Background: an optimization exercise with open tools, aiming at small area and a short achievable clock period. Do not read the settings as production practice. Only simulation tests tie the RTL to the original design; equivalence was not proved.

==> module floating_adder, before the edit <==
module floating_adder (
  input  [31:0] a,
  input  [31:0] b,
  output [31:0] r
);
wire        sa = a[31];
wire        sb = b[31];
wire [7:0]  ea = a[30:23];
wire [7:0]  eb = b[30:23];
wire [22:0] fa = a[22:0];
wire [22:0] fb = b[22:0];
wire [23:0] ma = {1'b1, fa};
wire [23:0] mb = {1'b1, fb};
wire a_zero = (ea == 8'd0);
wire b_zero = (eb == 8'd0);
wire a_max  = (ea == 8'hFF);
wire b_max  = (eb == 8'hFF);
wire a_inf  = a_max && (fa == 23'd0);
wire b_inf  = b_max && (fb == 23'd0);
wire a_nan  = a_max && (fa != 23'd0);
wire b_nan  = b_max && (fb != 23'd0);
wire sub = sa ^ sb;
wire [8:0] dab  = {1'b0, ea} - {1'b0, eb};
wire [8:0] dba  = {1'b0, eb} - {1'b0, ea};
wire       a_ge = ~dab[8];
wire [7:0]  ex = a_ge ? ea : eb;
wire        sx = a_ge ? sa : sb;
wire [23:0] mx = a_ge ? ma : mb;
function [4:0] tz24;
  input [23:0] v;
  integer i;
  begin
    tz24 = 5'd23;
    for (i = 22; i >= 0; i = i - 1)
      if (v[i]) tz24 = i[4:0];
  end
endfunction
wire [4:0] tza = tz24(ma);
wire [4:0] tzb = tz24(mb);
wire [26:0] a27   = {ma, 3'b000};
wire [26:0] b27   = {mb, 3'b000};
wire        bigab = (dab[7:0] >= 8'd27);
wire        bigba = (dba[7:0] >= 8'd27);
wire [26:0] b_sh  = bigab ? 27'd0 : (b27 >> dab[4:0]);
wire [26:0] a_sh  = bigba ? 27'd0 : (a27 >> dba[4:0]);
wire        stb   = (dab[7:0] > ({3'd0, tzb} + 8'd2));
wire        sta   = (dba[7:0] > ({3'd0, tza} + 8'd2));
wire [26:0] y_al  = a_ge ? {b_sh[26:1], b_sh[0] | stb} : {a_sh[26:1], a_sh[0] | sta};
wire [23:0] zh = sub ? ~y_al[26:3] : y_al[26:3];
wire [2:0]  yl = y_al[2:0];
wire [3:0]  lo = sub ? ({1'b0, ~yl} + 4'd1) : {1'b0, yl};
wire [2:0]  tl = lo[2:0];
wire        c3 = lo[3];
wire [24:0] h0 = {1'b0, mx} + {1'b0, zh};
wire [25:0] h1w = {1'b0, mx, 1'b1} + {1'b0, zh, 1'b1};
wire [24:0] h1  = h1w[25:1];
wire [24:0] h  = c3 ? h1 : h0;
wire caseR = ~sub & h0[24];
wire caseL = sub & ~h[23];
wire caseN = ~caseR & ~caseL;
wire        rR   = h0[0] & ((|tl) | h0[1]);
wire [22:0] fR   = rR ? h1[23:1] : h0[23:1];
wire        rN   = tl[2] & (tl[1] | tl[0] | h0[0]);
wire [22:0] fN   = (rN | c3) ? h1[22:0] : h0[22:0];
wire        oN   = rN & ~c3 & ~h1[23];
wire        rL   = tl[1] & (tl[0] | tl[2]);
wire [22:0] fL   = (rL & tl[2]) ? {h1[21:0], 1'b0} : {h[21:0], tl[2] | rL};
wire        oL   = rL & tl[2] & ~h1[22];
wire [7:0] exm1  = ex - 8'd1;
wire [7:0] exp1  = ex + 8'd1;
wire       ex254 = (ex == 8'd254);
wire       ex1   = (ex == 8'd1);
wire [22:0] mR = ex254 ? 23'd0 : fR;
wire [22:0] mN = fN;
wire [22:0] mL = ex1 ? 23'd0 : fL;
wire [7:0]  eR = ex254 ? 8'hFF : exp1;
wire [7:0]  eN = oN ? eR : ex;
wire [7:0]  eL = oL ? ex : (ex1 ? 8'd0 : exm1);
wire [30:0] pfar = ({31{caseR}} & {eR, mR})
                 | ({31{caseN}} & {eN, mN})
                 | ({31{caseL}} & {eL, mL});
wire [31:0] rfar = {sx, pfar};
wire        e_eq = (ea == eb);
wire        e_a1 = (dab == 9'd1);
wire        e_b1 = (dba == 9'd1);
wire [25:0] cab  = {1'b0, ma, 1'b0} - {2'b00, mb};
wire [25:0] cba  = {1'b0, mb, 1'b0} - {2'b00, ma};
wire [25:0] cea  = {1'b0, ma, 1'b0} - {1'b0, mb, 1'b0};
wire [25:0] ceb  = {1'b0, mb, 1'b0} - {1'b0, ma, 1'b0};
wire        eneg = cea[25];
wire d0   = ~(ea[0] ^ eb[0]);
wire a_gt = (ea > eb);
wire [24:0] c1 = a_gt ? cab[24:0] : cba[24:0];
wire [24:0] c0 = eneg ? ceb[24:0] : cea[24:0];
wire [24:0] c  = d0 ? c0 : c1;
wire        cs = d0 ? (eneg ? sb : sa) : (a_gt ? sa : sb);
wire [31:0] cz = {c, 7'h7F};
reg  [15:0] v1;  reg [15:0] l1;
reg  [7:0]  v2;  reg [15:0] l2;
reg  [3:0]  v3;  reg [11:0] l3;
reg  [1:0]  v4;  reg [7:0]  l4;
reg  [4:0]  clz;
integer k;
always @(*) begin
  for (k = 0; k < 16; k = k + 1) begin
    v1[k] = cz[2*k+1] | cz[2*k];
    l1[k] = ~cz[2*k+1];
  end
  for (k = 0; k < 8; k = k + 1) begin
    v2[k] = v1[2*k+1] | v1[2*k];
    l2[2*k+1 -: 2] = v1[2*k+1] ? {1'b0, l1[2*k+1]} : {1'b1, l1[2*k]};
  end
  for (k = 0; k < 4; k = k + 1) begin
    v3[k] = v2[2*k+1] | v2[2*k];
    l3[3*k+2 -: 3] = v2[2*k+1] ? {1'b0, l2[4*k+3 -: 2]} : {1'b1, l2[4*k+1 -: 2]};
  end
  for (k = 0; k < 2; k = k + 1) begin
    v4[k] = v3[2*k+1] | v3[2*k];
    l4[4*k+3 -: 4] = v3[2*k+1] ? {1'b0, l3[6*k+5 -: 3]} : {1'b1, l3[6*k+2 -: 3]};
  end
  clz = v4[1] ? {1'b0, l4[7:4]} : {1'b1, l4[3:0]};
end
wire [24:0] n16 = clz[4] ? {c[8:0], 16'd0} : c;
wire [24:0] n8  = clz[3] ? {n16[16:0], 8'd0} : n16;
wire [24:0] n4  = clz[2] ? {n8[20:0], 4'd0} : n8;
wire [24:0] n2  = clz[1] ? {n4[22:0], 2'd0} : n4;
wire [24:0] cn  = clz[0] ? {n2[23:0], 1'b0} : n2;
wire [8:0]  ce  = {1'b0, ex} - {4'd0, clz};
wire        czero = e_eq && (fa == fb);
reg [31:0] rclose;
always @(*) begin
  if (czero)
    rclose = 32'd0;
  else if (ce[8] || ce[7:0] == 8'd0)
    rclose = {cs, 31'd0};
  else
    rclose = {cs, ce[7:0], cn[23:1]};
end
wire use_close = sub && (e_eq || e_a1 || e_b1) && !c[24];
reg [31:0] res;
always @(*) begin
  if (a_nan || b_nan || (a_inf && b_inf && (sa != sb)))
    res = 32'h7FC00000;
  else if (a_inf)
    res = a;
  else if (b_inf)
    res = b;
  else if (a_zero && b_zero)
    res = {sa & sb, 31'd0};
  else if (b_zero)
    res = a;
  else if (a_zero)
    res = b;
  else if (use_close)
    res = rclose;
  else
    res = rfar;
end
assign r = res;
endmodule
export LEC_CHECK = 0
export CAP_MARGIN = 20
export CORE_MARGIN = 2
export CORE_UTILIZATION = 40
export SETUP_SLACK_MARGIN = 5
export SLEW_MARGIN = 20
export TNS_END_PERCENT = 5
create_clock -name core_clock -period 12.0 [get_ports {clk}]
run.sh (not shown) runs the stock make flow with config.mk's settings and CLKGATE_MAP_FILE= SYNTH_SCRIPT=/design/flow/synth_recipe.tcl, a recipe that flattens the netlist after the stock synthesis.
The starting point ran to the end with no violations.
Rerun with:
--- a/flow/design.v
+++ b/flow/design.v
@@ -1073,17 +1073,18 @@
 wire [7:0] exm1  = ex - 8'd1;
 wire [7:0] exp1  = ex + 8'd1;
 wire       ex254 = (ex == 8'd254);
 wire       ex1   = (ex == 8'd1);
-wire [22:0] mR = ex254 ? 23'd0 : fR;
-wire [22:0] mN = fN;
-wire [22:0] mL = ex1 ? 23'd0 : fL;
-wire [7:0]  eR = ex254 ? 8'hFF : exp1;
-wire [7:0]  eN = oN ? eR : ex;
-wire [7:0]  eL = oL ? ex : (ex1 ? 8'd0 : exm1);
-wire [30:0] pfar = ({31{caseR}} & {eR, mR})
-                 | ({31{caseN}} & {eN, mN})
-                 | ({31{caseL}} & {eL, mL});
+wire [30:0] pR  = ex254 ? {8'hFF, 23'd0} : {exp1, fR};
+wire [30:0] pN0 = {ex, fN};
+wire [30:0] pN1 = ex254 ? {8'hFF, 23'd0} : {exp1, 23'd0};
+wire [30:0] pL0 = ex1 ? 31'd0 : {exm1, fL};
+wire [30:0] pL1 = {ex, 23'd0};
+wire [30:0] pfar = ({31{caseR}}               & pR)
+                 | ({31{caseN & ~oN}}         & pN0)
+                 | ({31{caseN &  oN}}         & pN1)
+                 | ({31{caseL & ~oL}}         & pL0)
+                 | ({31{caseL &  oL}}         & pL1);
 wire [31:0] rfar = {sx, pfar};
 wire        e_eq = (ea == eb);
 wire        e_a1 = (dab == 9'd1);
 wire        e_b1 = (dba == 9'd1);
Result:
- The new run finished with timing, DRC and antenna clean
- die area falls slightly
- sequential share of layout area barely changes
- global-route usage falls by 0.50 points
- final cell count falls slightly
- cell area falls slightly
- wire length falls by a few percent
- count of clock-buffer cells in the layout falls by 3
- via count falls slightly
- fmax falls slightly
- core utilization falls by 0.28 points
- register-to-register slack gets worse by 30 ps
- setup slack gets worse by 33 ps

==> separate check: timing with driven ports <==
The flow's constraints put no driver on any port. The routed layouts listed below were extracted and timed again, unchanged, in two steps. Step 1 (the two cells are an assumption about what drives the block):
set clk [get_ports {clk}]
set_driving_cell -lib_cell sky130_fd_sc_hd__clkbuf_16 $clk
set_driving_cell -lib_cell sky130_fd_sc_hd__buf_2 [delete_from_list [all_inputs] $clk]
Step 2 also shifts input and output timing later by t, the mid clock arrival at the registers, as if the neighbouring blocks saw the same clock. a / b / c = ideal / step 1 / step 2; a / b = the first two.
run | t, ns | slack for setup (ns) | hold slack, ns | slew at the worst register clock pin (ns) | worst slew at a driven data input, ns
the first run | 0.559 | 5.025 / 5.025 / 5.025 | 0.546 / 0.546 / 0.546 | 0.09 / 0.09 | 0.06
the second run | 0.561 | 4.992 / 4.992 / 4.992 | 0.578 / 0.578 / 0.578 | 0.08 / 0.08 | 0.06
After both steps every run listed still meets setup and hold.
